Context: an optimization exercise on an open-source flow, tuned for a short achievable clock period and few clock cycles per item. The choices shown serve that exercise and are no tape-out recipe. Power and IR drop assume default switching activity.

==> flow/design.v <==
typedef enum logic[6:0]
{
    LUI = 7'b0110111,
    AUIPC = 7'b0010111,
    JAL = 7'b1101111,
    JALR = 7'b1100111,
    BRANCH = 7'b1100011 
} opcode_t;
typedef struct packed 
{
    logic [24:0]    body;
    opcode_t        opcode;
} any_type_instr_t;
typedef struct packed 
{
    logic [19:0]    imm;
    logic [4:0]     rd;
    opcode_t        opcode;
} u_type_instr_t;
typedef struct packed 
{
    logic [11:0]    imm;
    logic [4:0]     rs1;
    logic [2:0]     funct3;
    logic [4:0]     rd;
    opcode_t        opcode;
} i_type_instr_t;
typedef struct packed
{   
    logic [6:0]     imm_pt2;
    logic [4:0]     rs2;
    logic [4:0]     rs1;
    logic [2:0]     funct3;
    logic [4:0]     imm_pt1;
    opcode_t        opcode;
} b_type_instr_t;
typedef union packed
{
    logic [31:0]        word;
    any_type_instr_t    any;
    u_type_instr_t      utype;
    i_type_instr_t      itype;
    b_type_instr_t      btype;
} instr_t;
typedef struct packed
{
    logic       pc_in_sel;
    logic [1:0] rd_in_sel;
    logic [2:0] alu_sel;
    logic       rs1_sel;
    logic       rs2_sel;
    logic       regfile_we;
} decoder_ctl_signals_t;
typedef enum logic [2:0]
{
    ADD = 0,
    SUB = 1,
    XOR = 2,
    OR  = 3,
    AND = 4,
    LSR = 5,
    LSL = 6
} alu_op_t;
typedef struct packed 
{
    logic zero;
    logic sign;
    logic overflow;
} alu_flags_t;
typedef enum logic [2:0]
{
    BEQ = 3'b000,
    BNE = 3'b001,
    BLT = 3'b100,
    BGE = 3'b101,
    BLTU = 3'b110,
    BGEU = 3'b111
} branch_t;
module core
(
    input clk,
    input ce,
    input reset,
    input [31:0] memout,
    output [31:0] memaddr,
    output memrd
);
    reg [31:0] pc;
    reg run;
    reg [31:0] regs [1:31];
    wire [6:0] op  = memout[6:0];
    wire [4:0] rd  = memout[11:7];
    wire [2:0] f3  = memout[14:12];
    wire [4:0] rs1 = memout[19:15];
    wire [4:0] rs2 = memout[24:20];
    wire is_lui   = op == 7'b0110111;
    wire is_auipc = op == 7'b0010111;
    wire is_jal   = op == 7'b1101111;
    wire is_jalr  = op == 7'b1100111;
    wire is_br    = op == 7'b1100011;
    wire [31:0] uimm = {memout[31:12], 12'b0};
    wire [31:0] iimm = {{20{memout[31]}}, memout[31:20]};
    wire [31:0] jimm = {{12{memout[31]}}, memout[19:12], memout[20], memout[30:21], 1'b0};
    wire [31:0] bimm = {{20{memout[31]}}, memout[7], memout[30:25], memout[11:8], 1'b0};
    wire [31:0] a = (rs1 == 5'd0) ? 32'd0 : regs[rs1];
    wire [31:0] b = (rs2 == 5'd0) ? 32'd0 : regs[rs2];
    wire [31:0] pc4   = pc + 32'd4;
    wire [31:0] jal_t = pc + jimm;
    wire [31:0] br_t  = pc + bimm;
    wire [31:0] jalr_t = a + iimm;
    wire [31:0] diff = a - b;
    wire eq = a == b;
    reg taken;
    always @*
    begin
        case (f3)
            3'b000: taken = eq;
            3'b001: taken = !eq;
            3'b100: taken = diff[31];
            3'b101: taken = !diff[31];
            default: taken = 1'b0;
        endcase
    end
    wire [31:0] npc = is_jalr ? {jalr_t[31:1], 1'b0} :
                      is_jal  ? {jal_t[31:1], 1'b0} :
                      (is_br && taken) ? br_t : pc4;
    wire we = is_lui | is_auipc | is_jal | is_jalr;
    wire [31:0] wdata = is_lui   ? uimm :
                        is_auipc ? pc + uimm : pc4;
    assign memaddr = pc;
    assign memrd = run;
    always @ (posedge clk)
    begin
        if (reset)
        begin
            pc <= 32'd0;
            run <= 1'b1;
        end
        else if (ce)
        begin
            pc <= npc;
            if (we && rd != 5'd0)
                regs[rd] <= wdata;
        end
    end
endmodule
export LEC_CHECK = 0
export CAP_MARGIN = 20
export CORE_MARGIN = 2
export CORE_UTILIZATION = 40
export PLACE_DENSITY = 0.6
export SLEW_MARGIN = 20
create_clock -name core_clock -period 10.0 [get_ports {clk}]
run.sh (not shown) runs the stock make flow with config.mk's settings and CLKGATE_MAP_FILE= SYNTH_SCRIPT=/design/flow/synth_recipe.tcl, a recipe that flattens the netlist after the stock synthesis.
Then changed:
Settings changed: ABC_CLOCK_PERIOD_IN_PS set to 4000, SETUP_SLACK_MARGIN set to 5, TNS_END_PERCENT set to 100.
Result:
- Now the flow ran to the end with violations: capacitance limit, slew limit
- routed wire length rose by 9.9%
- core utilization climbs by 3.3 points
- total power grows by about 1.7%
- count of clock-buffer cells in the layout is higher by 5
- die area is unchanged
- setup slack gets better by 1600 ps
- area after synthesis is unchanged
- worst hold slack gets worse by 19 ps
Function was not checked in any run of this note: the RTL went through the layout flow alone.

==> re-timing with driven ports <==
The results above use ideal ports. As a check the final layouts listed here were re-extracted and re-timed, cells and wires unchanged.
Step 1, drivers: a clkbuf_16 drives clk and a buf_2 each remaining input, both assumed.
Step 2 moves the port delays by t, midway between the first and last clock arrival at a register: inputs arrive t later, outputs are due t later. That takes back most of the time a late clock gives input paths.
a / b / c = ideal ports / drivers / drivers and shift; a / b = the first two.
run | t (ns) | setup WS [ns] | hold slack, ns | latest minus earliest clock arrival (ns) | slew at the worst register clock pin (ns)
the first run | 0.796 | 2.097 / 2.119 / 1.322 | 0.608 / 0.608 / 0.608 | 0.053 / 0.053 | 0.07 / 0.07
the second run | 0.803 | 3.704 / 3.394 / 2.591 | 0.589 / 0.589 / 0.589 | 0.069 / 0.070 | 0.07 / 0.07
The setup slack of the second run, which loses most, moves by -0.310 ns with the drivers and by -1.113 ns with both steps.
